Context: an optimization exercise on an open-source flow, tuned for small area. The choices shown serve that exercise and are no tape-out recipe. The RTL was checked by simulation tests, not by an equivalence proof against the original design. Power figures rest on the tool's default switching activity, not on a simulated workload.

`design/flow/design.v`:
```
module FIFO (
  input  wire       clk,
  input  wire       resetn,
  input  wire       rd,
  input  wire       wr,
  input  wire [7:0] w_data,
  output wire       empty,
  output wire       full,
  output wire [3:0] r_ptr,
  output wire [127:0] mem_flat
);
  reg [7:0] mem [0:15];
  reg [3:0] w_ptr_reg, r_ptr_reg;
  reg       full_reg, empty_reg;
  wire      w_en = wr & ~full_reg;
  always @(posedge clk)
    if (w_en) mem[w_ptr_reg] <= w_data;
  genvar g;
  generate for (g = 0; g < 16; g = g + 1) begin : flat
    assign mem_flat[g*8 +: 8] = mem[g];
  end endgenerate
  wire [3:0] w_succ = w_ptr_reg + 1'b1;
  wire [3:0] r_succ = r_ptr_reg + 1'b1;
  always @(posedge clk or negedge resetn)
    if (!resetn) begin
      w_ptr_reg <= 4'd0;
      r_ptr_reg <= 4'd0;
      full_reg  <= 1'b0;
      empty_reg <= 1'b1;
    end else begin
      case ({w_en, rd})
        2'b01: if (~empty_reg) begin
                 r_ptr_reg <= r_succ;
                 full_reg  <= 1'b0;
                 if (r_succ == w_ptr_reg) empty_reg <= 1'b1;
               end
        2'b10: begin
                 w_ptr_reg <= w_succ;
                 empty_reg <= 1'b0;
                 if (w_succ == r_ptr_reg) full_reg <= 1'b1;
               end
        2'b11: begin
                 w_ptr_reg <= w_succ;
                 r_ptr_reg <= r_succ;
               end
        default: ;
      endcase
    end
  assign empty = empty_reg;
  assign full  = full_reg;
  assign r_ptr = r_ptr_reg;
endmodule
module AHBPERIPH(
  input  wire        HCLK,
  input  wire        HRESETn,
  input  wire [31:0] HADDR,
  input  wire [1:0]  HTRANS,
  input  wire        HWRITE,
  input  wire [31:0] HWDATA,
  output wire [31:0] HRDATA,
  output wire        HREADY,
  input  wire        RsRx,
  output wire        RsTx,
  input  wire        capture_event,
  output wire        PWM_OUT,
  input  wire [15:0] GPIOIN,
  output wire [15:0] GPIOOUT,
  output wire [6:0]  seg,
  output wire        dp,
  output wire [3:0]  an,
  output wire        uart_irq,
  output wire        timer_irq,
  output wire        gpio_irq
);
  localparam [2:0] S_Z  = 3'b001;   
  localparam [2:0] S_N  = 3'b011;   
  localparam [2:0] S_UU = 3'b000;   
  localparam [2:0] S_GU = 3'b010;   
  localparam [2:0] S_U  = 3'b100;
  localparam [2:0] S_T  = 3'b101;
  localparam [2:0] S_G  = 3'b110;
  localparam [2:0] S_S  = 3'b111;
  wire h_aligned = (HADDR[7:5] == 3'b000) & (HADDR[1:0] == 2'b00);
  reg [2:0] slot_n;
  always @* begin
    case (HADDR[31:24])
      8'h51: slot_n = h_aligned ? S_U : S_UU;
      8'h52: slot_n = h_aligned ? S_T : S_Z;
      8'h53: slot_n = h_aligned ? S_G : S_GU;
      8'h54: slot_n = h_aligned ? S_S : S_Z;
      8'h00, 8'h50, 8'h55, 8'h56, 8'h57, 8'h58: slot_n = S_Z;
      default: slot_n = S_N;
    endcase
  end
  reg [2:0] a_slot;
  reg [2:0] a_idx;      
  reg       a_wr;
  reg       a_tr;
  always @(posedge HCLK)
    if (HREADY) begin
      a_slot <= slot_n;
      a_idx  <= HADDR[4:2];
      a_wr   <= HWRITE;
      a_tr   <= HTRANS[1];
    end
  reg rflag;
  always @(posedge HCLK or negedge HRESETn)
    if (!HRESETn) rflag <= 1'b1;
    else          rflag <= 1'b0;
  wire [2:0] d_slot = rflag ? S_Z : a_slot;
  wire ra0 = (a_idx == 3'd0);
  wire ra1 = (a_idx == 3'd1);
  wire ra2 = (a_idx == 3'd2);
  wire ra3 = (a_idx == 3'd3);
  wire ra4 = (a_idx == 3'd4);
  wire ra5 = (a_idx == 3'd5);
  wire acc_w = a_tr & a_wr;
  wire sel_u = a_tr & (a_slot == S_U);
  wire wr_t  = acc_w & (a_slot == S_T);
  wire wr_g  = acc_w & (a_slot == S_G);
  wire wr_s  = acc_w & (a_slot == S_S);
  wire tx_full, tx_empty, rx_full, rx_empty;
  wire [3:0] tx_rptr, rx_rptr;
  wire [127:0] tx_mem, rx_mem;
  assign HREADY = ~((d_slot[1:0] == 2'b00) & tx_full);
  wire uart_wr = sel_u &  a_wr & ra0;
  wire uart_rd = sel_u & ~a_wr & ra0;
  wire baud_wr = sel_u &  a_wr & ra1 & ~tx_full;
  wire par_wr  = sel_u &  a_wr & ra2;
  reg [15:0] BAUD_r;
  reg        baud_v;
  reg [7:0]  PARR;
  reg        w_baud;
  wire [15:0] BAUD = baud_v ? BAUD_r : 16'd326;
  always @(posedge HCLK)
    if (baud_wr) BAUD_r <= HWDATA[15:0];
  always @(posedge HCLK or negedge HRESETn)
    if (!HRESETn) begin
      baud_v <= 1'b0;
      PARR   <= 8'd0;
      w_baud <= 1'b0;
    end else if (baud_wr) begin
      baud_v <= 1'b1;
      w_baud <= 1'b1;
    end else if (par_wr) begin
      PARR   <= HWDATA[7:0];
    end else begin
      w_baud <= 1'b0;
    end
  wire baud_hi0 = (BAUD[15:9] == 7'd0);
  reg [2:0] fcode;
  always @* begin
    fcode = 3'd0;
    if (baud_hi0) begin
      if (BAUD[8:0] == 9'd326) fcode = 3'd1;
      if (BAUD[8:0] == 9'd81)  fcode = 3'd2;
      if (BAUD[8:0] == 9'd54)  fcode = 3'd3;
      if (BAUD[8:0] == 9'd27)  fcode = 3'd4;
    end
  end
  reg [2:0] dcode;
  reg [8:0] bcnt;
  reg [8:0] blim;
  always @* begin
    case (dcode)
      3'd1:    blim = 9'd326;
      3'd2:    blim = 9'd81;
      3'd3:    blim = 9'd54;
      3'd4:    blim = 9'd27;
      default: blim = 9'd162;
    endcase
  end
  wire btick = (bcnt == blim);
  always @(posedge HCLK or negedge HRESETn)
    if (!HRESETn) begin
      bcnt  <= 9'd0;
      dcode <= 3'd0;
    end else if (w_baud) begin
      bcnt  <= 9'd0;
      dcode <= fcode;
    end else begin
      bcnt  <= btick ? 9'd0 : bcnt + 1'b1;
    end
  localparam [2:0] ST_IDLE = 3'd0, ST_START = 3'd1, ST_DATA = 3'd2,
                   ST_PAR = 3'd3, ST_STOP = 3'd4;
  reg [2:0] tx_st;
  reg [3:0] tx_b;
  reg [2:0] tx_cnt;
  reg       tx_reg;
  reg       tx_p;       
  reg       tx_pen;     
  wire      tx_bend = btick & (tx_b == 4'd15);
  wire [7:0] tx_head = tx_mem[tx_rptr*8 +: 8];
  wire      tx_bit  = tx_head[tx_cnt];
  wire      tx_done = (tx_st == ST_STOP) & tx_bend;
  always @(posedge HCLK or negedge HRESETn)
    if (!HRESETn) begin
      tx_st  <= ST_IDLE;
      tx_reg <= 1'b1;
    end else begin
      case (tx_st)
        ST_IDLE:  begin
                    tx_reg <= 1'b1;
                    if (~tx_empty) tx_st <= ST_START;
                  end
        ST_START: begin
                    tx_reg <= 1'b0;
                    if (tx_bend) tx_st <= ST_DATA;
                  end
        ST_DATA:  begin
                    tx_reg <= tx_bit;
                    if (tx_bend & (tx_cnt == 3'd7))
                      tx_st <= PARR[1] ? ST_PAR : ST_STOP;
                  end
        ST_PAR:   begin
                    tx_reg <= tx_p;
                    if (tx_bend) tx_st <= ST_STOP;
                  end
        ST_STOP:  begin
                    tx_reg <= 1'b1;
                    if (tx_bend) tx_st <= ST_IDLE;
                  end
        default:  ;
      endcase
    end
  always @(posedge HCLK)
    case (tx_st)
      ST_IDLE: begin
        tx_b   <= 4'd0;
        tx_p   <= PARR[1] & PARR[0];
        tx_pen <= PARR[1];
      end
      ST_START: if (btick) begin
        tx_b   <= tx_b + 1'b1;
        if (tx_b == 4'd15) tx_cnt <= 3'd0;
      end
      ST_DATA: if (btick) begin
        tx_b <= tx_b + 1'b1;
        if (tx_b == 4'd15) begin
          tx_p <= tx_p ^ (tx_pen & tx_bit);
          if (tx_cnt != 3'd7) tx_cnt <= tx_cnt + 1'b1;
        end
      end
      ST_PAR: if (btick) tx_b <= tx_b + 1'b1;
      ST_STOP: if (btick & (tx_b != 4'd15)) tx_b <= tx_b + 1'b1;
      default: ;
    endcase
  assign RsTx = tx_reg;
  FIFO uFIFO_TX (
    .clk(HCLK), .resetn(HRESETn), .rd(tx_done), .wr(uart_wr),
    .w_data(HWDATA[7:0]), .empty(tx_empty), .full(tx_full),
    .r_ptr(tx_rptr), .mem_flat(tx_mem)
  );
  reg [2:0] rx_st;
  reg [3:0] rx_b;
  reg [2:0] rx_cnt;
  reg [7:0] rx_data;
  reg       rx_perr;
  wire      rx_bend = btick & (rx_b == 4'd15);
  wire      rx_done = (rx_st == ST_STOP) & rx_bend;
  always @(posedge HCLK or negedge HRESETn)
    if (!HRESETn) begin
      rx_st   <= ST_IDLE;
      rx_perr <= 1'b0;
    end else begin
      case (rx_st)
        ST_IDLE:  if (~RsRx) rx_st <= ST_START;
        ST_START: if (btick & (rx_b == 4'd7)) rx_st <= ST_DATA;
        ST_DATA:  if (rx_bend & (rx_cnt == 3'd7))
                    rx_st <= PARR[1] ? ST_PAR : ST_STOP;
        ST_PAR:   if (rx_bend) begin
                    rx_st   <= ST_STOP;
                    rx_perr <= RsRx ^ (^rx_data) ^ PARR[0];
                  end
        ST_STOP:  if (rx_bend) rx_st <= ST_IDLE;
        default:  ;
      endcase
    end
  always @(posedge HCLK)
    case (rx_st)
      ST_IDLE: rx_b <= 4'd0;
      ST_START: if (btick) begin
        if (rx_b == 4'd7) begin
          rx_b   <= 4'd0;
          rx_cnt <= 3'd0;
        end else
          rx_b <= rx_b + 1'b1;
      end
      ST_DATA: if (btick) begin
        rx_b <= rx_b + 1'b1;
        if (rx_b == 4'd15) begin
          rx_data <= {RsRx, rx_data[7:1]};
          if (rx_cnt != 3'd7) rx_cnt <= rx_cnt + 1'b1;
        end
      end
      ST_PAR: if (btick) rx_b <= rx_b + 1'b1;
      ST_STOP: if (btick & (rx_b != 4'd15)) rx_b <= rx_b + 1'b1;
      default: ;
    endcase
  FIFO uFIFO_RX (
    .clk(HCLK), .resetn(HRESETn), .rd(uart_rd), .wr(rx_done),
    .w_data(rx_data), .empty(rx_empty), .full(rx_full),
    .r_ptr(rx_rptr), .mem_flat(rx_mem)
  );
  wire [7:0] rx_head = rx_mem[rx_rptr*8 +: 8];
  assign uart_irq = ~rx_empty;
  reg [17:0] scan;
  always @(posedge HCLK or negedge HRESETn)
    if (!HRESETn) scan <= 18'h08000;
    else          scan <= scan + 1'b1;
  wire clk16 = &scan[3:0];
  wire [1:0] ring = scan[17:16];
  reg  [4:0]  control;
  reg  [31:0] load, cmp_val, nvalue, cap_val;
  wire [31:0] value = ~nvalue;    
  reg         load_v, cmp_v, cap_v;
  reg         clear, t_state, t_out, t_irq;
  always @(posedge HCLK or negedge HRESETn)
    if (!HRESETn) begin
      control <= 5'd0;
      clear   <= 1'b0;
      load_v  <= 1'b0;
      cmp_v   <= 1'b0;
    end else if (wr_t) begin
      if (ra2) control <= HWDATA[4:0];
      if (ra3) clear   <= HWDATA[0];
      if (ra0) load_v  <= 1'b1;
      if (ra4) cmp_v   <= 1'b1;
    end
  always @(posedge HCLK)
    if (wr_t) begin
      if (ra0) load    <= HWDATA;
      if (ra4) cmp_val <= HWDATA;
    end
  wire t_tick  = control[0] & (~control[4] | clk16);
  wire [2:0] t_mode = control[3:1];
  wire m_per = (t_mode == 3'd1);
  wire m_cmp = (t_mode == 3'd2);
  wire m_pwm = (t_mode == 3'd3);
  wire m_cap = (t_mode == 3'd4);
  wire m_free = ~(m_per | m_cmp | m_pwm | m_cap);
  wire v_zero = (value == 32'd0);
  wire v_eq   = cmp_v ? (value == cmp_val) : v_zero;
  wire run    = t_tick & t_state;
  wire reload = ~t_state | (m_per & v_zero) | (m_cmp & v_eq) |
                (m_pwm & ~v_eq & v_zero);
  wire irq_set = ((m_free | m_per) & v_zero) | (m_cmp & v_eq) |
                 (m_pwm & (v_eq | v_zero)) | (m_cap & capture_event);
  wire cap_now = run & m_cap & capture_event;
  always @(posedge HCLK)
    if (t_tick)
      nvalue <= reload ? ~(load_v ? load : 32'd0) : nvalue + 1'b1;
  always @(posedge HCLK)
    if (cap_now) cap_val <= value;
  always @(posedge HCLK or negedge HRESETn)
    if (!HRESETn) begin
      t_state <= 1'b0;
      t_out   <= 1'b1;
      cap_v   <= 1'b0;
      t_irq   <= 1'b0;
    end else begin
      if (t_tick) t_state <= 1'b1;
      if (t_tick & ~t_state)
        t_out <= 1'b1;
      else if (run & m_pwm & v_eq)
        t_out <= 1'b0;
      else if (run & m_pwm & v_zero)
        t_out <= 1'b1;
      if (cap_now) cap_v <= 1'b1;
      t_irq <= (run & irq_set) | (t_irq & ~clear);
    end
  assign PWM_OUT   = t_out;
  assign timer_irq = t_irq;
  reg [15:0] g_out, g_dir, g_mask, g_in, g_prev;
  reg        g_mask_v;
  reg        g_irq;
  wire [15:0] g_wmask = g_mask & g_dir & {16{g_mask_v}};
  always @(posedge HCLK or negedge HRESETn)
    if (!HRESETn) begin
      g_dir    <= 16'd0;
      g_mask_v <= 1'b0;
    end else if (wr_g) begin
      if (ra2) g_mask_v <= 1'b1;
      if (ra1) g_dir  <= HWDATA[15:0];
    end
  genvar gi;
  generate for (gi = 0; gi < 16; gi = gi + 1) begin : gpio_out
    always @(posedge HCLK or negedge HRESETn)
      if (!HRESETn)
        g_out[gi] <= 1'b0;
      else if (wr_g & ra0 & g_wmask[gi])
        g_out[gi] <= HWDATA[gi];
  end endgenerate
  always @(posedge HCLK)
    if (wr_g & ra2) g_mask <= HWDATA[15:0];
  always @(posedge HCLK)
    g_in <= (g_dir & g_out) | (~g_dir & GPIOIN);
  always @(posedge HCLK or negedge HRESETn)
    if (!HRESETn) begin
      g_prev <= 16'd0;
      g_irq  <= 1'b0;
    end else begin
      g_prev <= GPIOIN;
      g_irq  <= |((GPIOIN ^ g_prev) & ~g_dir);
    end
  assign GPIOOUT  = g_out;
  assign gpio_irq = g_irq;
  reg [7:0] DIG1, DIG2, DIG3, DIG4;
  reg       DISP;
  always @(posedge HCLK or negedge HRESETn)
    if (!HRESETn) begin
      DIG1 <= 8'h05;
      DIG2 <= 8'h0E;
      DIG3 <= 8'h00;
      DIG4 <= 8'h01;
      DISP <= 1'b0;
    end else if (wr_s) begin
      if (ra0) DIG1 <= HWDATA[7:0];
      if (ra1) DIG2 <= HWDATA[7:0];
      if (ra2) DIG3 <= HWDATA[7:0];
      if (ra3) DIG4 <= HWDATA[7:0];
      if (ra4) DISP <= HWDATA[0];
    end
  wire [3:0] ring_oh = 4'b0001 << ring;
  wire [7:0] code = ({8{ring_oh[0]}} & DIG1) | ({8{ring_oh[1]}} & DIG2) |
                    ({8{ring_oh[2]}} & DIG3) | ({8{ring_oh[3]}} & DIG4);
  assign an = ~ring_oh;
  assign dp = ~code[7];
  reg [6:0] seg_on;    
  always @* begin
    seg_on = 7'b0000000;
    if (code[6:4] == 3'b000) begin
      case (code[3:0])
        4'h0: seg_on = 7'b0111111;
        4'h1: seg_on = 7'b0000110;
        4'h2: seg_on = 7'b1011011;
        4'h3: seg_on = 7'b1001111;
        4'h4: seg_on = 7'b1100110;
        4'h5: seg_on = 7'b1101101;
        4'h6: seg_on = 7'b1111101;
        4'h7: seg_on = 7'b0000111;
        4'h8: seg_on = 7'b1111111;
        4'h9: seg_on = 7'b1101111;
        4'ha: seg_on = DISP ? 7'b0 : 7'b1110111;
        4'hb: seg_on = DISP ? 7'b0 : 7'b1111100;
        4'hc: seg_on = DISP ? 7'b0 : 7'b0111001;
        4'hd: seg_on = DISP ? 7'b0 : 7'b1011110;
        4'he: seg_on = DISP ? 7'b0 : 7'b1111001;
        default: seg_on = DISP ? 7'b0 : 7'b1110001;
      endcase
    end
  end
  assign seg = ~seg_on;
  wire dU = (d_slot == S_U);
  wire dT = (d_slot == S_T);
  wire dS = (d_slot == S_S);
  wire dG = (d_slot[1:0] == 2'b10);
  wire dN = (d_slot == S_N);
  wire sU0 = dU & ra0, sU1 = dU & ra1, sU2 = dU & ra2, sU3 = dU & ra3;
  wire sT0 = dT & ra0 & load_v, sT1 = dT & ra1 & t_state, sT2 = dT & ra2;
  wire sT4 = dT & ra4 & cmp_v, sT5 = dT & ra5 & cap_v;
  wire sS0 = dS & ra0, sS1 = dS & ra1, sS2 = dS & ra2, sS3 = dS & ra3;
  wire sS4 = dS & ra4;
  assign HRDATA = ({32{sU0}} & {24'd0, rx_head}) |
                  ({32{sU1}} & {16'd0, BAUD}) |
                  ({32{sU2}} & {24'd0, PARR}) |
                  ({32{sU3}} & {29'd0, tx_full, rx_empty, rx_perr}) |
                  ({32{sT0}} & load) |
                  ({32{sT1}} & value) |
                  ({32{sT2}} & {27'd0, control}) |
                  ({32{sT4}} & cmp_val) |
                  ({32{sT5}} & cap_val) |
                  ({32{sS0}} & {24'd0, DIG1}) |
                  ({32{sS1}} & {24'd0, DIG2}) |
                  ({32{sS2}} & {24'd0, DIG3}) |
                  ({32{sS3}} & {24'd0, DIG4}) |
                  ({32{sS4}} & {31'd0, DISP}) |
                  ({32{dG}} & {16'd0, g_in}) | ({32{dN}} & 32'hDEADBEEF);
endmodule
```
`design/flow/flow/run.sh`:
```
#!/bin/bash
set -euo pipefail
W=$PWD
# Synthesis script: synth_recipe.tcl with abc's -script argument replaced.
{
  echo "proc abc {args} {"
  echo "  set i [lsearch -exact \$args -script]"
  echo "  if {\$i >= 0} { lset args [expr {\$i + 1}] $W/flow/area.abc }"
  echo "  yosys abc {*}\$args"
  echo "}"
  cat synth_recipe.tcl
} > my_synth.tcl
sed "s|SYNTH_SCRIPT=[^ ]*|SYNTH_SCRIPT=$W/my_synth.tcl|" standard.sh > my_standard.sh
grep -q "SYNTH_SCRIPT=$W/my_synth.tcl" my_standard.sh
export BUFFER_PORTS_ARGS="-buffer_cell sky130_fd_sc_hd__buf_1"
export CTS_ARGS="-sink_clustering_enable -repair_clock_nets -dont_use_dummy_load -buf_list sky130_fd_sc_hd__clkbuf_4 -root_buf sky130_fd_sc_hd__clkbuf_16 -sink_clustering_size 8 -sink_clustering_max_diameter 40"
bash my_standard.sh > standard.log 2>&1
```
`design/flow/flow/area.abc`:
```
strash
dc2
&get -n
&deepsyn -T 30
&put
dc2
dch -f
amap -m -F 4 -A 8
```
`design/flow/standard.sh`:
```
#!/bin/bash
# synth_recipe.tcl (not shown) runs the flow's synth.tcl, then flattens the netlist and writes it again
# the make line also repeats each setting of config.mk as NAME=value (left out here)
make -C /OpenROAD-flow-scripts/flow DESIGN_CONFIG=/design/flow/config.mk WORK_HOME=/design/flow/orfs CLKGATE_MAP_FILE= SYNTH_SCRIPT=/design/flow/synth_recipe.tcl "${@:-finish}"
```
`design/flow/config.mk`:
```
export PLATFORM = sky130hd
export DESIGN_NAME = AHBPERIPH
export DESIGN_NICKNAME = AHBPERIPH
export VERILOG_FILES = /design/flow/design.v
export SDC_FILE = /design/flow/constraint.sdc
export NUM_CORES = 4
export LEC_CHECK = 0
export CAP_MARGIN = 20
export CORE_MARGIN = 2
export CORE_UTILIZATION = 40
export GPL_TIMING_DRIVEN = 0
export PLACE_DENSITY = 0.6
export SLEW_MARGIN = 20
```
`design/flow/constraint.sdc`:
```
create_clock -name core_clock -period 10.0 [get_ports {HCLK}]
set_input_delay 2.0000 -clock core_clock [delete_from_list [all_inputs] [get_ports {HCLK}]]
set_output_delay 2.0000 -clock core_clock [all_outputs]
set_load 0.01 [all_outputs]
```
==> run_results.csv, run 1 <==
group,metric,value,unit
finish,final_util,44.98,%
worst_setup_path,critPathArrivalTime,8070,ps
finish,layout.nets,2505,
timing,hold_viol,0,
synth,synth_area_per_cell,12.24,sq um
clock_network,post_cts_buffers,0,
pwr,peakVddDrop,104.1,uV
synth,ys_seq_area_share,68.67,%
floorplan,io_pins,153,
global_routing,grt_pass1_vias,18750,
clock_network,clk_latency,590,ps
synth,async_flop_share,26.11,%
pwr,leakage,9.435,nW
timing,skew,75.98,ps
synth,ys_warn_count,2,
route,drt-total-wl,76400,microns
timing,setup_slack,2355,ps
synth,synth_ff_type,"edfxtp_1",
synth,syn-num-nets,2240,
synth,synthTopCellsByArea,"edfxtp_1, dfrtp_1, clkinv_1, nor2_1, a222oi_1",
timing,finalCritPeriodShare,76.45,%
placed_design,gp_congestion,0.9294,
placed_design,post_dp_cell_area,28070,sq um
floorplan,coreArea,64460,sq um
worst_setup_path,startpoint,"nvalue[0]",
synth,yosys.cell_types.count,49,
finish,multi_input_area,7192,sq um
status,status,"complete, no violations",
worst_setup_path,cp_max_fo,49,
finish,final_area,29000,sq um
floorplan,floorplan.rows,93,
timing,worst_pin_slew,1114,ps
worst_setup_path,start_kind,"register",
job,drv_cap,0,
finish,ff_latch_area,17890,sq um
clock_network,numCtsBuffers,101,
clock_network,clockBufferDepth,3,
timing,finalCriticalPeriod,7645,ps
synth,ys_ff_latch,628,
clock_network,cts.htree.levels,3,
synth,yosysMostFrequentCell,"edfxtp_1",
clock_network,cts_tree,"yes",
worst_setup_path,rrSetupSlack,2350,ps
hold_path,hold_class,"register to register",
finish,drive_gt1_share,6.859,%
finish,final.fill_count,5949,
timing,max_freq,130.8,MHz
floorplan,die_h,259.2,microns
route,dr.pass1.iters,9,
worst_setup_path,r2r-end,"nvalue[28]",
clock_network,cts_sinks,628,
global_routing,antenna_found_initial,1,
route,routed-via-count,19660,
floorplan,dieArea,67200,sq um
worst_setup_path,cp.required,10420,ps
placed_design,post-dp-hpwl,53780,microns
worst_setup_path,critPathCapture,"nvalue[28]",
synth,synth_top_area_share,51.63,%
global_routing,grt_start_max_net_pins,50,
clock_network,postCtsHoldBufs,0,
placed_design,portBuffers,135,
worst_setup_path,r2r_cells,26,
synth,syn-cell-area,26050,sq um
clock_network,clk_pin_slew,90,ps
timing,drv_slew,0,
route,drt_iter0_drc,2686,
clock_network,root_buffer,"clkbuf_16",
synth,syn_inst,2128,
route,avgRoutedWirePerCell,23.53,microns
synth,synth-edff-count,448,
timing,finalSetupViolations,0,
timing,rsz0062_at_grt,"no",
clock_network,cts_resized,0,
route,detail-route-antenna-nets,0,
floorplan,die_w,259.2,microns
global_routing,grt.overflow.total,0,
finish,area_delta_synth_final,11.29,%
synth,yosysTopAreaCell,"edfxtp_1",
global_routing,grt_pass1_wl,115600,microns
route,drc_errors,0,
route,vias_per_cell,6.054,
placed_design,pre_cts_ws,2575,ps
synth,ys_top_cells_by_count,"edfxtp_1, clkinv_1, nor2_1",
worst_setup_path,crit_type,"register to register",
worst_setup_path,endpoint_kind,"register",
floorplan,initial_utilization,40.42,%
finish,top_regs,"uFIFO_RX.mem: 128 flops, uFIFO_TX.mem: 128 flops",
worst_setup_path,rr_startpoint,"nvalue[0]",
pwr,power_density,151.2,nW/um^2
timing,slew_headroom,25.49,%
global_routing,grtUsageTotal,22.59,%
==> cell usage in the layout, fill, tap and decap left out, types with 6 or more instances in the layout <==
master,n
nand4_1,6
a32oi_1,8
dfxtp_1,16
o2111ai_1,13
a221oi_1,11
a222oi_1,74
clkbuf_16,9
a21oi_1,96
a211oi_1,8
o211ai_1,17
buf_2,8
o22a_1,22
buf_1,128
clkinv_1,276
nor3_1,63
dfstp_2,12
o21a_1,10
a31oi_1,38
ha_1,25
clkbuf_4,92
buf_4,9
edfxtp_1,448
o22ai_1,113
dfrtp_1,152
o32ai_1,6
nand3_1,36
nand2_1,124
nor4_1,19
nor2b_1,9
or3_1,8
nor2_1,247
and3_1,7
a22oi_1,36
o21ai_0,136
o221ai_1,38
==> metrics by stage <==
stage | hold WS (ps) | setup TNS [ps] | cells | total power (W)
after global routing | 479.4 | 0 | 3246 | 0.004536
after CTS | 456.6 | 0 | 3246 | 0.004418
final | 459.3 | 0 | 3247 | 0.004383
after global placement | 433.6 | -228730 | 3118 | 0.002980
after floorplan | 429.7 | 0 | 2128 | 0.002906
after detailed placement | 444.7 | 0 | 3145 | 0.002994
==> worst min path at each step <==
stage / cells past startpoint / slack (ps) / from / to
finish: 1 / 460 / g_mask[5] / g_out[5]
global route: 1 / 480 / g_mask[1] / g_out[1]
global placement: 1 / 430 / g_mask[0] / g_out[0]
CTS: 1 / 460 / g_mask[5] / g_out[5]
detailed placement: 1 / 440 / g_mask[6] / g_out[6]
floorplan: 1 / 430 / g_mask[0] / g_out[0]
==> per-layer routing <==
layer	vias up	wire length (microns)	global-route usage [%]
met4	0	1683	6.034
met5	-	0	0
met2	1095	34170	34.51
met1	9664	32380	32.51
li1	8759	-	-
met3	140	8169	5.194
==> cell families (layout without fill, tap and decap cells) <==
kind of cell	count (synthesis)	after routing	share of synthesized area (%)
compound gates	650	650	17.09
fa+ha+maj	25	25	1.201
buf+inv	278	541	4.005
flops	628	628	68.67
other cells	1	2	0.01439
simple gates	546	546	9.019
==> where the power goes <==
group | leakage, nW | total [W] | internal (W) | switching [W]
registers | 5.96 | 0.00280 | 0.00279 | 0.0000121
logic | 2.94 | 0.000134 | 0.0000390 | 0.0000955
clock network | 0.534 | 0.00144 | 0.000588 | 0.000857
==> final cells by class <==
class                   count  area share, %
flip-flops and latches    628          61.70
diodes                      1       0.008630
inverters                 278          3.607
well taps                 855          3.689
clock buffers             101          3.158
multi-input cells        1222          24.80
repair buffers            162          3.033
==> worst max-delay path: stages (launching register included) <==
cell and delay (ps):
edfxtp_1 450, ha_1 210, clkinv_1 80, nor3_1 260, clkinv_1 130, nor3_1 230
nand2_1 170, nor3_1 270, nand2_1 130, nor2_1 160, nand2_1 100, nor2_1 140
clkinv_1 120, nor3_1 310, nand2_1 160, nor4_1 370, clkinv_1 160, nor3_1 330
nand2_1 170, nor3_1 320, nand2_1 90, a21oi_1 240, o21ai_0 140, a31oi_1 810
clkinv_2 950, nand2_1 740, o22a_1 210
==> run 2: changes to the inputs <==
--- a/design/flow/config.mk
+++ b/design/flow/config.mk
@@ -9,5 +9,4 @@
 export CORE_MARGIN = 2
 export CORE_UTILIZATION = 40
-export GPL_TIMING_DRIVEN = 0
 export PLACE_DENSITY = 0.6
 export SLEW_MARGIN = 20
==> run 2 against run 1 <==
Fmax decreased by 2.5%. Power barely moved. Sequential power about the same. Sequential share of layout area up 0.21 points. Routed wire length rose by 0.27%. Non-clock buffer count increased by 3. Clock power about the same. Final area fell by 0.33%. Setup slack worse by 200 ps. Highest routed layer is now met5.
==> run_results.csv, run 2 <==
group,metric,value,unit
global_routing,grt_start_max_net_pins,69,
placed_design,portBuffers,135,
pwr,peakVddDrop,110.1,uV
timing,hold_viol,0,
finish,layout.nets,2514,
floorplan,die_w,259.3,microns
clock_network,numCtsBuffers,101,
finish,final_common_cell,"edfxtp_1",
synth,ys_warn_count,2,
finish,top_regs,"uFIFO_RX.mem: 128 flops, uFIFO_TX.mem: 128 flops",
timing,finalCriticalPeriod,7841,ps
worst_setup_path,crit_type,"register to register",
route,drt_iter0_drc,2236,
timing,tns,0,ps
global_routing,grt_pass1_wl,115400,microns
hold_path,hold_class,"register to register",
worst_setup_path,cp_slowest_cell,"o21ai_4",
route,drc_errors,0,
worst_setup_path,cp_max_fo,20,
global_routing,antenna_found_initial,1,
floorplan,floorplan.rows,93,
worst_setup_path,cp.required,10330,ps
synth,yosys.cell_types.count,56,
clock_network,clockBufferDepth,3,
timing,slew_headroom,24.41,%
route,dr.pass1.iters,9,
floorplan,io_pins,153,
route,drt-total-wl,76610,microns
global_routing,met3_usage,4.423,%
synth,yosysMostFrequentCell,"edfxtp_1",
clock_network,cts_tree,"yes",
global_routing,grt.overflow.total,0,
synth,synthTopCellsByArea,"edfxtp_1, dfrtp_1, clkinv_1, nor2_1, o22ai_1",
synth,ys_ff_latch,628,
route,routed-via-count,19310,
global_routing,grtUsageTotal,22.53,%
worst_setup_path,endpoint_kind,"register",
floorplan,initial_utilization,40.44,%
placed_design,gp_congestion,0.9467,
timing,rsz0062_at_grt,"no",
clock_network,clk_pin_slew,90,ps
worst_setup_path,critPathArrivalTime,8170,ps
clock_network,postCtsHoldBufs,0,
floorplan,coreArea,64460,sq um
clock_network,cts.htree.levels,3,
synth,ys_top_cells_by_count,"edfxtp_1, clkinv_1, nor2_1",
finish,num_antenna_cells,0,
job,drv_cap,0,
timing,drv_slew,0,
timing,hold_ws,448.7,ps
clock_network,root_buffer,"clkbuf_16",
floorplan,dieArea,67230,sq um
global_routing,grt_most_used_layer,"met2",
clock_network,clk_latency,590,ps
synth,syn_inst,2134,
synth,syn-num-nets,2246,
timing,worst_pin_slew,1130,ps
route,vias_per_cell,5.934,
floorplan,die_h,259.3,microns
route,avgRoutedWirePerCell,23.54,microns
route,detail-route-antenna-nets,0,
pwr,leakage,9.387,nW
synth,synth_top_area_share,51.61,%
synth,synth_area_per_cell,12.22,sq um
timing,finalCritPeriodShare,78.41,%
global_routing,grt_pass1_vias,18870,
clock_network,cts_sinks,628,
worst_setup_path,critPathMostFrequentCell,"nor3_1",
synth,synth-edff-count,448,
status,status,"complete, no violations",
clock_network,post_cts_buffers,0,
placed_design,post-dp-hpwl,53430,microns
global_routing,use_met2,36.04,%
timing,finalSetupViolations,0,
synth,async_flop_share,26.11,%
timing,max_freq,127.5,MHz
global_routing,grt_use_met1,31.05,%
pwr,power_density,151.5,nW/um^2
worst_setup_path,start_kind,"register",
finish,final_cell_mix,"edfxtp_1, clkinv_1, nor2_1",
synth,ys_seq_area_share,68.64,%
synth,yosysTopAreaCell,"edfxtp_1",
synth,syn-cell-area,26070,sq um
synth,synth_ff_type,"edfxtp_1",
finish,drive_gt1_share,6.417,%
worst_setup_path,max_stage_delay,480,ps
clock_network,cts_resized,0,
timing,skew,76.68,ps
pwr,power,0.004379,W
finish,area_delta_synth_final,10.87,%
==> run 2: cell type report <==
cell class | instances | area [sq um]
Clock buffer | 101 | 915.9
Fill cell | 5949 | 35560
Inverter | 291 | 1092
Multi-Input combinational cell | 1215 | 7143
Sequential cell | 628 | 17890
Tap cell | 855 | 1070
Timing Repair Buffer | 165 | 788.3
==> run 2: routing by layer <==
layer	part of all wire [%]	vias to the layer above
met5	0.017	-
met1	42	9520
li1	-	8726
met2	47	923
met4	2.8	2
met3	8.3	143
==> run 2: worst paths after layout <==
check                      cells after the start        end  slack (ps)  startpoint
max in group asynchronous                      2    DIG4[1]        6930     HRESETn
max reg2reg                                   34  nvalue[6]        2160   nvalue[0]
max                                           34  nvalue[6]        2160   nvalue[0]
min reg2reg                                    1   g_out[6]         450   g_mask[6]
min in group asynchronous                      1  g_out[15]        1520     HRESETn
min                                            1   g_out[6]         450   g_mask[6]
==> run 2: worst max-delay path: cells and delay by family (launching register included) <==
| family | cells | cell delay [ps] |
|---|---|---|
| and+or+nand+nor | 20 | 4330 |
| buffers and inverters | 11 | 1780 |
| AOI/OAI and AO/OA | 2 | 760 |
| DFF | 1 | 470 |
| adders and majority gates | 1 | 230 |
==> run 2: where the power goes <==
group          switching, W  internal [W]  leakage [nW]
Clock              0.000855      0.000588         0.534
Sequential        0.0000142       0.00279          5.96
Combinational     0.0000940     0.0000341          2.89
==> run 2: through the flow <==
| step | area, sq um | setup WS (ps) | std cells | utilization (%) |
|---|---|---|---|---|
| final | 28900 | 2159 | 3255 | 44.83 |
| after global placement | 27910 | 2400 | 3151 | 43.29 |
| after global routing | 28900 | 1152 | 3255 | 44.83 |
| after detailed placement | 27980 | 2385 | 3154 | 43.41 |
| after floorplan | 26070 | 935.3 | 2134 | - |
| after CTS | 28900 | 2298 | 3255 | 44.83 |
==> run 2: kinds of logic (layout without fill, tap and decap cells) <==
logic type / Yosys count / count (layout) / share of synthesized area, %
flip-flops: 628 / 628 / 68.64
other: 1 / 1 / 0.01439
AND/OR/NAND/NOR: 540 / 540 / 9.005
XOR/XNOR: 1 / 1 / 0.03361
AO/OA/AOI/OAI: 648 / 648 / 16.92
adder cells (fa/ha/maj): 25 / 25 / 1.200
buffers and inverters: 291 / 557 / 4.190
==> run 3: changes to the inputs <==
--- a/design/flow/flow/run.sh
+++ b/design/flow/flow/run.sh
@@ -14,4 +14,4 @@
 grep -q "SYNTH_SCRIPT=$W/my_synth.tcl" my_standard.sh
 export BUFFER_PORTS_ARGS="-buffer_cell sky130_fd_sc_hd__buf_1"
-export CTS_ARGS="-sink_clustering_enable -repair_clock_nets -dont_use_dummy_load -buf_list sky130_fd_sc_hd__clkbuf_4 -root_buf sky130_fd_sc_hd__clkbuf_16 -sink_clustering_size 8 -sink_clustering_max_diameter 40"
+export CTS_ARGS="-sink_clustering_enable -repair_clock_nets -dont_use_dummy_load -buf_list sky130_fd_sc_hd__clkbuf_4 -root_buf sky130_fd_sc_hd__clkbuf_16 -sink_clustering_size 9 -sink_clustering_max_diameter 60"
 bash my_standard.sh > standard.log 2>&1
==> run 3 against run 2 <==
Power down 2.8%. Still clean. Hold slack improved by 15 ps. Area after synthesis barely moved. Clock power down 8%.
==> run_results.csv, run 3 <==
group,metric,value,unit
route,vias_per_cell,6.033,
global_routing,antenna_found_initial,3,
synth,synth_ff_type,"edfxtp_1",
synth,ys_ff_latch,628,
route,routed-via-count,19500,
timing,tns,0,ps
synth,ys_warn_count,2,
global_routing,grtUsageTotal,22.26,%
floorplan,io_pins,153,
timing,finalCritPeriodShare,72.52,%
synth,synth_top_family_by_area,"compound AO/OA/AOI/OAI gates",
finish,final_cell_mix,"edfxtp_1, clkinv_1, nor2_1",
floorplan,die_w,259.2,microns
worst_setup_path,endpoint_kind,"output pin",
clock_network,numCtsBuffers,80,
worst_setup_path,start_kind,"register",
finish,drive_gt1_share,5.644,%
clock_network,root_buffer,"clkbuf_16",
timing,rsz0062_at_grt,"no",
placed_design,portBuffers,135,
floorplan,floorplan.rows,93,
synth,ys_top_cells_by_count,"edfxtp_1, clkinv_1, nor2_1",
finish,multi_input_area,7179,sq um
global_routing,grt.overflow.total,0,
placed_design,post_dp_cell_area,27910,sq um
global_routing,grt_pass1_vias,18540,
synth,synth_area_per_cell,12.24,sq um
timing,finalSetupViolations,0,
synth,synth_mux_area_share,0,%
pwr,power,0.004258,W
synth,yosysTopAreaCell,"edfxtp_1",
timing,hold_viol,0,
global_routing,grt_start_max_net_pins,75,
floorplan,dieArea,67200,sq um
synth,synth_compound_area_share,17.09,%
clock_network,cts_resized,0,
finish,final_common_cell,"edfxtp_1",
finish,final.fill_count,5951,
pwr,leakage,9.284,nW
synth,yosysMostFrequentCell,"edfxtp_1",
synth,synth_top_area_share,51.63,%
synth,synthTopCellsByArea,"edfxtp_1, dfrtp_1, clkinv_1, nor2_1, a222oi_1",
timing,skew,65.94,ps
clock_network,postCtsHoldBufs,0,
finish,final_util,44.59,%
clock_network,cts_tree,"yes",
clock_network,clk_latency,610,ps
clock_network,post_cts_buffers,0,
worst_setup_path,crit_type,"register to output pin",
floorplan,initial_utilization,40.42,%
finish,top_regs,"uFIFO_RX.mem: 128 flops, uFIFO_TX.mem: 128 flops",
timing,max_freq,137.9,MHz
synth,synth-adder-area-share,1.201,%
clock_network,cts_sinks,628,
timing,setup_slack,2748,ps
synth,syn-cell-area,26050,sq um
placed_design,pre_cts_ws,3240,ps
synth,yosys.cell_types.count,49,
placed_design,post-dp-hpwl,52820,microns
clock_network,clockBufferDepth,3,
job,drv_cap,0,
timing,drv_slew,0,
hold_path,hold_class,"register to register",
synth,synth_xor_area_share,0,%
synth,synth-simple-area-share,9.018,%
route,drc_errors,0,
synth,synth-edff-count,448,
route,drt_iter0_drc,2483,
synth,async_flop_share,26.11,%
synth,syn_inst,2128,
global_routing,grt_pass1_wl,113300,microns
worst_setup_path,cp.required,8000,ps
placed_design,gp_congestion,0.9528,
worst_setup_path,cp_max_fo,20,
pwr,peakVddDrop,93.76,uV
finish,ff_latch_area,17890,sq um
timing,slew_headroom,28.37,%
route,dr.pass1.iters,6,
clock_network,clk_pin_slew,100,ps
floorplan,coreArea,64460,sq um
finish,area_delta_synth_final,10.33,%
floorplan,die_h,259.2,microns
status,status,"complete, no violations",
worst_setup_path,critPathArrivalTime,5250,ps
synth,ys_seq_area_share,68.67,%
finish,final_area,28750,sq um
route,avgRoutedWirePerCell,23.62,microns
finish,layout.nets,2488,
timing,finalCriticalPeriod,7252,ps
timing,worst_pin_slew,1071,ps
clock_network,cts.htree.levels,3,
route,detail-route-antenna-nets,0,
route,drt-total-wl,76330,microns
synth,syn-num-nets,2240,
pwr,power_density,148.1,nW/um^2
==> run 3: changes by cell type in the layout (fill, tap and decap cells not counted), sizes merged, moves of 13 or more <==
cell and change:
o22ai -29, clkbuf -21, nand2 +21, o21ai +21
a222oi +19, clkinv -13, nor2 -13
==> run 3: kinds of logic (layout without fill, tap and decap cells) <==
logic type,after synthesis,in the layout
buffers and inverters,278,524
AND/OR/NAND/NOR,546,546
AO/OA/AOI/OAI,650,650
other,1,4
flip-flops,628,628
adder cells (fa/ha/maj),25,25
==> run 3: layer usage <==
metal / part of all wire, % / track usage, %
met4: 2.1 / 5.779
met5: 0.017 / 0
met3: 10 / 4.735
met1: 42 / 32.11
met2: 45 / 34.28
==> run 3: worst max-delay path: stages (launching register included) <==
cell and delay [ps]:
edfxtp_1 410, clkinv_1 730, or4_1 1020, nor3_2 190
buf_4 280, clkinv_1 690, o21ai_0 660, a2111oi_0 230
o21ai_0 250, buf_1 200
==> run 3: through the flow <==
stage / std cells / hold WS [ps]
2_1_floorplan: 2128 / 429.7
3_3_place_gp: 3146 / 438.3
3_5_place_dp: 3146 / 447.1
4_1_cts: 3226 / 462.6
5_1_grt: 3230 / 466.9
6_report: 3232 / 463.5
==> run 3: path summary, 6_finish.rpt <==
check                      startpoint                    end  slack, ps  depth (start not counted)
setup / recovery            a_slot[2]              HRDATA[2]       2750                          9
hold / removal              g_mask[2]               g_out[2]        460                          1
setup reg to reg            nvalue[0]             nvalue[28]       3030                         27
hold reg to reg             g_mask[2]               g_out[2]        460                          1
max in group asynchronous     HRESETn               g_dir[7]       6530                          3
min in group asynchronous     HRESETn  uFIFO_RX.r_ptr_reg[0]       1340                          1
==> run 3: report_power, final <==
part | leakage [nW] | switching [W] | internal [W] | total [W]
combinational | 2.89 | 0.0000928 | 0.0000348 | 0.000128
clock | 0.438 | 0.000835 | 0.000492 | 0.00133
sequential | 5.96 | 0.0000121 | 0.00279 | 0.00280
==> run 3: cell type report <==
class | count | share of cell area [%]
Antenna cell | 3 | 0.02612
Clock buffer | 80 | 2.638
Inverter | 278 | 3.630
Multi-Input combinational cell | 1222 | 24.98
Sequential cell | 628 | 62.24
Tap cell | 855 | 3.721
Timing Repair Buffer | 166 | 2.768
==> run 4: changes to the inputs <==
--- a/design/flow/design.v
+++ b/design/flow/design.v
@@ -396,12 +396,11 @@
   always @(posedge HCLK)
     g_in <= (g_dir & g_out) | (~g_dir & GPIOIN);
+  always @(posedge HCLK)
+    g_prev <= GPIOIN;
   always @(posedge HCLK or negedge HRESETn)
-    if (!HRESETn) begin
-      g_prev <= 16'd0;
-      g_irq  <= 1'b0;
-    end else begin
-      g_prev <= GPIOIN;
-      g_irq  <= |((GPIOIN ^ g_prev) & ~g_dir);
-    end
+    if (!HRESETn)
+      g_irq <= 1'b0;
+    else
+      g_irq <= rflag ? |GPIOIN : |((GPIOIN ^ g_prev) & ~g_dir);
   assign GPIOOUT  = g_out;
   assign gpio_irq = g_irq;
--- a/design/flow/flow/run.sh
+++ b/design/flow/flow/run.sh
@@ -14,4 +14,4 @@
 grep -q "SYNTH_SCRIPT=$W/my_synth.tcl" my_standard.sh
 export BUFFER_PORTS_ARGS="-buffer_cell sky130_fd_sc_hd__buf_1"
-export CTS_ARGS="-sink_clustering_enable -repair_clock_nets -dont_use_dummy_load -buf_list sky130_fd_sc_hd__clkbuf_4 -root_buf sky130_fd_sc_hd__clkbuf_16 -sink_clustering_size 9 -sink_clustering_max_diameter 60"
+export CTS_ARGS="-sink_clustering_enable -repair_clock_nets -dont_use_dummy_load -buf_list {sky130_fd_sc_hd__clkbuf_2 sky130_fd_sc_hd__clkbuf_4 sky130_fd_sc_hd__clkbuf_8} -root_buf sky130_fd_sc_hd__clkbuf_16 -sink_clustering_size 9 -sink_clustering_max_diameter 40"
 bash my_standard.sh > standard.log 2>&1
==> run 4 against run 3 <==
Global-route usage rose by 0.64 points. Die area hardly changed. Clock power up 41%. Core utilization up 1.2 points. Count of clock-buffer cells in the layout grew 20. Sequential cell count unchanged. Sequential power barely moved. Final area grew 2.6%. Fmax shrank 20%. Register-to-register slack got worse by 2100 ps. Critical endpoint is now nvalue[0]. Critical path type is now register to register. Critical path depth up 28.
==> run_results.csv, run 4 <==
group,metric,value,unit
status,status,"complete, no violations",
global_routing,grt.overflow.total,0,
global_routing,grt_pass1_wl,116800,microns
timing,drv_slew,0,
floorplan,coreArea,64460,sq um
worst_setup_path,critPathArrivalTime,9460,ps
clock_network,cts.htree.levels,3,
placed_design,portBuffers,135,
route,drt-total-wl,77640,microns
finish,num_antenna_cells,0,
synth,syn-cell-area,26040,sq um
clock_network,postCtsHoldBufs,0,
global_routing,grt_pass1_vias,19120,
placed_design,post-dp-hpwl,53680,microns
pwr,power_density,161.7,nW/um^2
worst_setup_path,critPathMostFrequentCell,"clkinv_1",
worst_setup_path,cp.required,10420,ps
synth,yosysTopAreaCell,"edfxtp_1",
route,drc_errors,0,
timing,hold_ws,455.9,ps
route,vias_per_cell,5.936,
global_routing,grt_start_max_net_pins,75,
clock_network,clk_pin_slew,70,ps
timing,hold_viol,0,
timing,skew,77.95,ps
synth,syn_inst,2133,
timing,rsz0062_at_grt,"no",
finish,layout.nets,2517,
floorplan,die_h,259.1,microns
finish,final_common_cell,"edfxtp_1",
finish,area_delta_synth_final,13.27,%
synth,synthTopCellsByArea,"edfxtp_1, dfrtp_1, clkinv_1, nor2_1, o22ai_1",
route,detail-route-antenna-nets,0,
timing,finalCriticalPeriod,9039,ps
timing,max_freq,110.6,MHz
worst_setup_path,cp_max_fo,38,
worst_setup_path,crit_type,"register to register",
floorplan,die_w,259.1,microns
floorplan,io_pins,153,
synth,synth_ff_type,"edfxtp_1",
route,routed-via-count,19340,
finish,top_regs,"uFIFO_RX.mem: 128 flops, uFIFO_TX.mem: 128 flops",
synth,yosys.cell_types.count,55,
worst_setup_path,max_stage_delay,470,ps
global_routing,antenna_found_initial,2,
pwr,peakVddDrop,123.4,uV
floorplan,initial_utilization,40.39,%
clock_network,root_buffer,"clkbuf_16",
synth,yosysMostFrequentCell,"edfxtp_1",
synth,ys_ff_latch,628,
finish,drive_gt1_share,6.700,%
route,drt_iter0_drc,2250,
worst_setup_path,endpoint_kind,"register",
worst_setup_path,start_kind,"register",
synth,synth-edff-count,448,
synth,async_flop_share,23.57,%
floorplan,dieArea,67160,sq um
clock_network,clockBufferDepth,3,
timing,finalCritPeriodShare,90.39,%
job,drv_cap,0,
pwr,leakage,9.591,nW
placed_design,dpl.cell_count,3155,
clock_network,clk_latency,590,ps
timing,slew_headroom,22.20,%
clock_network,numCtsBuffers,100,
global_routing,grtUsageTotal,22.90,%
synth,ys_top_cells_by_count,"edfxtp_1, clkinv_1, nor2_1",
synth,ys_seq_area_share,68.40,%
finish,final_cell_mix,"edfxtp_1, clkinv_1, nor2_1",
synth,ys_warn_count,2,
clock_network,cts_sinks,628,
route,dr.pass1.iters,6,
placed_design,pre_cts_ws,867.6,ps
timing,worst_pin_slew,1163,ps
synth,synth_top_area_share,51.66,%
timing,finalSetupViolations,0,
clock_network,cts_tree,"yes",
floorplan,floorplan.rows,93,
synth,synth_area_per_cell,12.21,sq um
worst_setup_path,cp_slowest_cell,"o21ai_4",
route,avgRoutedWirePerCell,23.83,microns
placed_design,gp_congestion,0.9455,
synth,syn-num-nets,2245,
finish,instances_no_fill,3258,
hold_path,hold_class,"register to register",
timing,tns,0,ps
timing,setup_slack,961.0,ps
## run 4: cell count changes in the layout (fill, tap and decap cells not counted), sizes merged, moves of 15 or more
| cell | previous run | this run |
|---|---|---|
| a21oi | 96 | 79 |
| a222oi | 74 | 59 |
| a22oi | 36 | 51 |
| clkbuf | 81 | 101 |
| clkinv | 278 | 304 |
| dfrtp | 152 | 136 |
| dfxtp | 16 | 32 |
| nand2 | 124 | 99 |
| o21ai | 136 | 108 |
| o22ai | 113 | 147 |
## run 4: power by group
part	internal, W	switching (W)
sequential	0.00279	0.00000833
combinational	0.0000221	0.0000739
clock	0.000961	0.000914
## run 4: cell families (layout without fill, tap and decap cells)
group / Yosys count / in the layout / share of synthesized area [%]
compound gates: 640 / 641 / 17.04
xor+xnor: 2 / 2 / 0.06728
fa+ha+maj: 25 / 25 / 1.201
buf+inv: 304 / 573 / 4.382
flops: 628 / 628 / 68.40
other cells: 1 / 1 / 0.01440
simple gates: 533 / 533 / 8.894
## run 4: what timing repair did
item / CTS / global route
endpoints found under the setup margin: 0 / 27
resized for setup: 0 / 3
setup buffers: 0 / 1
## run 4: layer usage
| metal | track usage (%) | share of wire (%) |
|---|---|---|
| met1 | 30.69 | 41 |
| met2 | 37.46 | 47 |
| met3 | 4.130 | 8.2 |
| met4 | 8.222 | 3.5 |
| met5 | 0 | 0 |
## run 4: final cells by class
cell class	count	area, sq um
Timing Repair Buffer	169	813.3
Inverter	304	1141
Clock buffer	100	1478
Tap cell	855	1070
Multi-Input combinational cell	1202	7181
Fill cell	5883	34970
Sequential cell	628	17810
## run 4: final timing paths
path | start | endpoint | slack (ps) | cells past startpoint
worst max-delay path | nvalue[1] | nvalue[0] | 960 | 37
worst min-delay path | g_mask[4] | g_out[4] | 460 | 1
min in group asynchronous | HRESETn | g_dir[12] | 1460 | 1
worst max register to register | nvalue[1] | nvalue[0] | 960 | 37
max in group asynchronous | HRESETn | bcnt[8] | 6680 | 3
worst min register to register | g_mask[4] | g_out[4] | 460 | 1
## run 4: per-stage QoR
stage	total power, W	utilization, %	instance area (sq um)
floorplan	0.002870	-	26040
global placement	0.002941	43.31	27920
detailed placement	0.002943	43.35	27950
CTS	0.004804	45.64	29420
global route	0.004914	45.75	29490
finish	0.004768	45.75	29490
## run 4: critical path, delay by kind of cell, from the launching register on
| kind | cells | cell delay [ps] |
|---|---|---|
| buf+inv | 17 | 2570 |
| simple gates | 15 | 4440 |
| compound gates | 4 | 1210 |
| flops | 1 | 430 |
| fa+ha+maj | 1 | 200 |
==> run 5: changes to the inputs <==
--- a/design/flow/flow/run.sh
+++ b/design/flow/flow/run.sh
@@ -14,4 +14,4 @@
 grep -q "SYNTH_SCRIPT=$W/my_synth.tcl" my_standard.sh
 export BUFFER_PORTS_ARGS="-buffer_cell sky130_fd_sc_hd__buf_1"
-export CTS_ARGS="-sink_clustering_enable -repair_clock_nets -dont_use_dummy_load -buf_list {sky130_fd_sc_hd__clkbuf_2 sky130_fd_sc_hd__clkbuf_4 sky130_fd_sc_hd__clkbuf_8} -root_buf sky130_fd_sc_hd__clkbuf_16 -sink_clustering_size 9 -sink_clustering_max_diameter 40"
+export CTS_ARGS="-sink_clustering_enable -repair_clock_nets -dont_use_dummy_load -buf_list sky130_fd_sc_hd__clkbuf_4 -root_buf sky130_fd_sc_hd__clkbuf_16 -sink_clustering_size 9 -sink_clustering_max_diameter 40"
 bash my_standard.sh > standard.log 2>&1
==> run 5 against run 4 <==
Combinational power about the same. Critical endpoint unchanged. Core utilization is 0.88 points lower. Critical path depth is the same. Non-clock buffer count is the same. Sequential power about the same. Still clean. Hold slack worse by 4.2 ps.
==> run_results.csv, run 5 <==
group,metric,value,unit
worst_setup_path,critPathMostFrequentCell,"clkinv_1",
timing,finalSetupViolations,0,
job,drv_cap,0,
timing,tns,0,ps
global_routing,grtUsageTotal,22.92,%
finish,instances_no_fill,3258,
global_routing,grt.overflow.total,0,
worst_setup_path,cp_max_fo,38,
pwr,peakVddDrop,98.08,uV
finish,num_antenna_cells,0,
synth,ys_ff_latch,628,
pwr,leakage,9.355,nW
synth,synth-edff-count,448,
timing,hold_ws,451.7,ps
hold_path,hold_class,"register to register",
pwr,power_density,149.5,nW/um^2
floorplan,die_h,259.1,microns
floorplan,dieArea,67160,sq um
route,drc_errors,0,
floorplan,io_pins,153,
global_routing,grt_start_max_net_pins,75,
worst_setup_path,max_stage_delay,470,ps
placed_design,post_dp_cell_area,27950,sq um
synth,synth_top_family_by_area,"compound AO/OA/AOI/OAI gates",
synth,yosysTopAreaCell,"edfxtp_1",
floorplan,coreArea,64460,sq um
pwr,power,0.004324,W
worst_setup_path,rr_startpoint,"nvalue[1]",
synth,syn-num-nets,2245,
clock_network,cts_tree,"yes",
timing,hold_viol,0,
worst_setup_path,endpoint_kind,"register",
route,drt-total-wl,77590,microns
placed_design,post-dp-hpwl,53680,microns
clock_network,cts_sinks,628,
synth,synth_area_per_cell,12.21,sq um
finish,final_cell_mix,"edfxtp_1, clkinv_1, nor2_1",
floorplan,floorplan.rows,93,
synth,syn-cell-area,26040,sq um
route,met2_length,36700,microns
synth,synth-simple-area-share,8.894,%
route,met1_length,32280,microns
clock_network,clockBufferDepth,3,
clock_network,root_buffer,"clkbuf_16",
floorplan,die_w,259.1,microns
finish,final.fill_count,5964,
placed_design,portBuffers,135,
finish,final_common_cell,"edfxtp_1",
timing,drv_slew,0,
placed_design,gp_congestion,0.9455,
route,dr.pass1.iters,8,
route,routed-via-count,19370,
worst_setup_path,start_kind,"register",
route,vias_per_cell,5.946,
finish,top_regs,"uFIFO_RX.mem: 128 flops, uFIFO_TX.mem: 128 flops",
synth,synth_xor_area_share,0.06727,%
route,avgRoutedWirePerCell,23.82,microns
clock_network,numCtsBuffers,100,
global_routing,grt_pass1_wl,117000,microns
finish,area_delta_synth_final,11.08,%
timing,max_freq,111.2,MHz
worst_setup_path,critPathArrivalTime,9410,ps
synth,synth_ff_type,"edfxtp_1",
route,top_layer,"met4",
status,status,"complete, no violations",
synth,synthTopCellsByArea,"edfxtp_1, dfrtp_1, clkinv_1, nor2_1, o22ai_1",
clock_network,clk_latency,590,ps
synth,ys_top_cells_by_count,"edfxtp_1, clkinv_1, nor2_1",
clock_network,cts.htree.levels,3,
worst_setup_path,startpoint,"nvalue[1]",
synth,synth_top_area_share,51.66,%
worst_setup_path,cp.required,10420,ps
synth,ys_seq_area_share,68.40,%
floorplan,initial_utilization,40.39,%
synth,synth-adder-area-share,1.201,%
synth,synth_compound_area_share,17.04,%
synth,yosysMostFrequentCell,"edfxtp_1",
timing,skew,83.08,ps
clock_network,clk_pin_slew,100,ps
global_routing,grt_pass1_vias,19080,
timing,rsz0062_at_grt,"no",
timing,slew_headroom,20.19,%
hold_path,min-delay-start,"g_mask[7]",
synth,syn_inst,2133,
synth,ys_warn_count,2,
worst_setup_path,crit_type,"register to register",
timing,finalCritPeriodShare,89.91,%
synth,yosys.cell_types.count,55,
route,detail-route-antenna-nets,0,
finish,layout.nets,2517,
synth,synth_mux_area_share,0,%
timing,finalCriticalPeriod,8991,ps
global_routing,antenna_found_initial,1,
route,drt_iter0_drc,2259,
route,wl_met3,5948,microns
finish,drive_gt1_share,6.700,%
placed_design,dpl.cell_count,3155,
synth,async_flop_share,23.57,%
timing,worst_pin_slew,1193,ps
finish,final_area,28930,sq um
worst_setup_path,cp_slowest_cell,"o21ai_4",
-- run 5: cell count changes in the layout (fill, tap and decap cells not counted) --
cell      delta
clkbuf_4    +91
clkbuf_8    -91
-- run 5: cell families after synthesis --
group	count (synthesis)
XOR/XNOR	2
AO/OA/AOI/OAI	640
flip-flops	628
adder cells (fa/ha/maj)	25
AND/OR/NAND/NOR	533
buffers and inverters	304
other	1
-- run 5: worst paths after layout --
path,cells after the start,slack (ps),to
max,37,1010,nvalue[0]
min,1,450,g_out[7]
max reg2reg,37,1010,nvalue[0]
min reg2reg,1,450,g_out[7]
max in group asynchronous,3,6710,bcnt[8]
min in group asynchronous,1,1440,g_out[12]
-- run 5: final cells by class --
| cell class | instances | area (sq um) | area share [%] |
|---|---|---|---|
| well taps | 855 | 1070 | 3.698 |
| flip-flops and latches | 628 | 17810 | 61.58 |
| clock buffers | 100 | 908.4 | 3.140 |
| repair buffers | 169 | 813.3 | 2.812 |
| multi-input cells | 1202 | 7181 | 24.82 |
| inverters | 304 | 1141 | 3.945 |
-- run 5: stage by stage --
stage / setup WS, ps / utilization, %
6_report: 1009 / 44.87
4_1_cts: 778.7 / 44.76
3_5_place_dp: 867.6 / 43.35
2_1_floorplan: 1020 / -
5_1_grt: 2.338 / 44.87
3_3_place_gp: 1074 / 43.31
-- run 5: worst max-delay path, delay by kind of cell (launching register included) --
family	cells	cell delay, ps
AOI/OAI and AO/OA	4	1230
adders and majority gates	1	210
buffers and inverters	17	2540
DFF	1	450
and+or+nand+nor	15	4390
-- run 5: power by group --
part,switching (W),internal [W],leakage [nW]
combinational,0.0000738,0.0000221,2.91
sequential,0.00000846,0.00278,5.91
clock,0.000854,0.000583,0.530
total,0.000936,0.00339,9.35
-- run 5: layer usage --
layer  global-route usage (%)  vias up
li1                         -     8798
met1                    30.90     9461
met2                    37.64      933
met3                    3.984      180
met4                    7.711        0
met5                        0        -
-- run 5: timing repair --
action / 4_1_cts / 5_1_grt
hold endpoints to repair: 0 / 0
buffers inserted: 0 / 1
hold buffers: 0 / 0
gates resized for setup: 0 / 3
endpoints found under the setup margin: 0 / 27
==> run 6: changes to the inputs <==
--- a/design/flow/config.mk
+++ b/design/flow/config.mk
@@ -8,5 +8,5 @@
 export CAP_MARGIN = 20
 export CORE_MARGIN = 2
-export CORE_UTILIZATION = 40
-export PLACE_DENSITY = 0.6
+export CORE_UTILIZATION = 65
+export PLACE_DENSITY = 0.8
 export SLEW_MARGIN = 20
==> run 6 against run 5 <==
Hold slack improved by 8.8 ps. Sequential power barely moved. Sequential share of layout area up 1.1 points. Power decreased by 1.5%. Global-route usage rose by 12 points. Setup slack lost 49 ps. Fmax is 0.54% lower. Synthesized cell count stayed put. Routed wire length decreased by 5.9%. Combinational power fell by 0.5%.
==> run_results.csv, run 6 <==
group,metric,value,unit
worst_setup_path,endpoint_kind,"register",
worst_setup_path,max_stage_delay,460,ps
route,vias_per_cell,6.851,
synth,yosysMostFrequentCell,"edfxtp_1",
pwr,peakVddDrop,142.0,uV
finish,area_delta_synth_final,9.192,%
pwr,leakage,9.310,nW
timing,finalSetupViolations,0,
route,routed-via-count,19990,
route,detail-route-antenna-nets,0,
floorplan,coreArea,39640,sq um
worst_setup_path,cp.required,10310,ps
finish,final.fill_count,2686,
floorplan,die_h,204.2,microns
timing,finalCriticalPeriod,9040,ps
synth,ys_ff_latch,628,
clock_network,clk_latency,580,ps
job,drv_cap,0,
finish,final_common_cell,"edfxtp_1",
synth,yosysTopAreaCell,"edfxtp_1",
timing,max_freq,110.6,MHz
synth,synth_top_area_share,51.66,%
timing,drv_slew,0,
timing,skew,53.39,ps
clock_network,numCtsBuffers,92,
synth,synthTopCellsByArea,"edfxtp_1, dfrtp_1, clkinv_1, nor2_1, o22ai_1",
floorplan,floorplan.rows,73,
timing,finalCritPeriodShare,90.40,%
timing,rsz0062_at_grt,"no",
route,dr.pass1.iters,10,
synth,syn-cell-area,26040,sq um
synth,syn-num-nets,2245,
synth,ys_warn_count,2,
clock_network,cts_tree,"yes",
finish,num_antenna_cells,0,
global_routing,grt.overflow.total,0,
hold_path,hold_class,"register to register",
clock_network,root_buffer,"clkbuf_16",
placed_design,portBuffers,135,
placed_design,gp_congestion,0.9757,
clock_network,cts.htree.levels,3,
clock_network,clockBufferDepth,3,
synth,synth-edff-count,448,
finish,layout.nets,2507,
worst_setup_path,crit_type,"register to register",
clock_network,cts_sinks,628,
synth,yosys.cell_types.count,55,
worst_setup_path,crit_cells,37,
synth,synth_ff_type,"edfxtp_1",
finish,instances_no_fill,2918,
worst_setup_path,r2r_cells,37,
global_routing,grt_pass1_wl,109400,microns
synth,ys_top_cells_by_count,"edfxtp_1, clkinv_1, nor2_1",
floorplan,die_w,204.2,microns
synth,ys_seq_area_share,68.40,%
worst_setup_path,path_buf_inv,16,
global_routing,grt_start_max_net_pins,76,
synth,syn_inst,2133,
floorplan,initial_utilization,65.69,%
finish,drive_gt1_share,6.352,%
timing,slew_headroom,27.70,%
timing,hold_viol,0,
placed_design,post-dp-hpwl,49650,microns
global_routing,grt_pass1_vias,19080,
synth,async_flop_share,23.57,%
timing,tns,0,ps
global_routing,grtUsageTotal,34.96,%
hold_path,min_path_cells,1,
clock_network,clk_pin_slew,100,ps
worst_setup_path,critPathMostFrequentCell,"clkinv_1",
worst_setup_path,path_delay_family,"simple AND/OR/NAND/NOR gates",
clock_network,post_cts_buffers,0,
floorplan,io_pins,153,
route,drt-total-wl,73020,microns
worst_setup_path,cp_slowest_cell,"edfxtp_1",
status,status,"complete, no violations",
route,drt_iter0_drc,3244,
worst_setup_path,critPathArrivalTime,9350,ps
finish,final_cell_mix,"edfxtp_1, clkinv_1, nor2_1",
finish,ff_latch_area,17810,sq um
finish,top_regs,"uFIFO_RX.mem: 128 flops, uFIFO_TX.mem: 128 flops",
route,avgRoutedWirePerCell,25.02,microns
finish,multi_input_area,7177,sq um
synth,synth_area_per_cell,12.21,sq um
floorplan,dieArea,41680,sq um
worst_setup_path,start_kind,"register",
placed_design,dpl.cell_count,2822,
global_routing,antenna_found_initial,1,
pwr,power_density,149.7,nW/um^2
route,drc_errors,0,
timing,worst_pin_slew,1057,ps
worst_setup_path,cp_max_fo,34,
## run 6: power breakdown
group | switching (W) | total [W] | leakage (nW) | internal, W
Sequential | 0.00000722 | 0.00279 | 5.91 | 0.00278
Clock | 0.000826 | 0.00137 | 0.493 | 0.000547
Combinational | 0.0000738 | 0.0000954 | 2.90 | 0.0000216
Total | 0.000907 | 0.00426 | 9.31 | 0.00335
## run 6: what timing repair did
action,4_1_cts,5_1_grt
hold buffers,0,0
gates resized for setup,0,2
endpoints found under the setup margin,0,22
## run 6: stage by stage
stage          hold WS (ps)  setup slack [ps]  util (%)  area [sq um]  power, W
6_report              460.6             959.8     71.73         28430  0.004258
5_1_grt               468.3             76.68     71.73         28430  0.004369
4_1_cts               459.4             948.6     71.49         28340  0.004266
3_5_place_dp          448.6              1024     69.35         27490  0.002939
3_3_place_gp          435.3              1312     69.33         27480  0.002936
2_1_floorplan         429.7              1020         -         26040  0.002870
## run 6: path summary, 6_finish.rpt
kind	start	to	slack (ps)
worst min register to register	g_dir[14]	g_in[14]	460
worst max register to register	nvalue[1]	nvalue[23]	960
min in group asynchronous	HRESETn	g_out[1]	1460
worst max-delay path	nvalue[1]	nvalue[23]	960
max in group asynchronous	HRESETn	control[1]	7010
worst min-delay path	g_dir[14]	g_in[14]	460
## run 6: kinds of logic after synthesis
| family | count (synthesis) | synth area share, % |
|---|---|---|
| buffers and inverters | 304 | 4.382 |
| XOR/XNOR | 2 | 0.06728 |
| AO/OA/AOI/OAI | 640 | 17.04 |
| flip-flops | 628 | 68.40 |
| other | 1 | 0.01440 |
| AND/OR/NAND/NOR | 533 | 8.894 |
| adder cells (fa/ha/maj) | 25 | 1.201 |
## run 6: final cells by class
type,instances,share of cell area (%)
Multi-Input combinational cell,1202,25.24
Inverter,304,4.013
Timing Repair Buffer,167,2.807
Sequential cell,628,62.64
Tap cell,525,2.310
Clock buffer,92,2.984
## run 6: per-layer routing
layer	vias to the layer above	wire (microns)	GRT usage, %
li1	8754	-	-
met1	9575	27140	47.08
met2	1394	34180	55.33
met3	267	8165	7.669
met4	0	3531	15.53
met5	-	0	0

[afterwards: timing with drivers on the ports]
In the flow no input, the clock included, has a driving cell. The finished layouts below were timed again as built, in two steps. Step 1 sets driving cells, clkbuf_16 on the clock port and buf_2 on the other inputs (assumed; they add their load-dependent delay and slew). Step 2 moves the port delays by t, midway between the first and last clock arrival at a register: inputs arrive t later, outputs are due t later. That takes back most of the time a late clock gives input paths. Slacks: ideal ports / drivers / drivers and shift; pairs: ideal ports / drivers.
run	t (ns)	slack for setup (ns)	clock arrival spread, ns	worst slew at a driven data input, ns	cell pins on the clock port's net
run 1	0.625	2.355 / 2.307 / 2.355	0.087 / 0.087	0.12	1
run 2	0.610	2.159 / 2.159 / 2.159	0.084 / 0.084	0.08	1
run 3	0.637	2.748 / 2.684 / 3.028	0.067 / 0.066	0.14	1
run 4	0.618	0.961 / 0.961 / 0.961	0.078 / 0.078	0.06	1
run 5	0.619	1.009 / 1.009 / 1.009	0.086 / 0.087	0.06	1
run 6	0.613	0.960 / 0.960 / 0.960	0.063 / 0.063	0.06	1
After both steps every run listed still meets setup and hold.
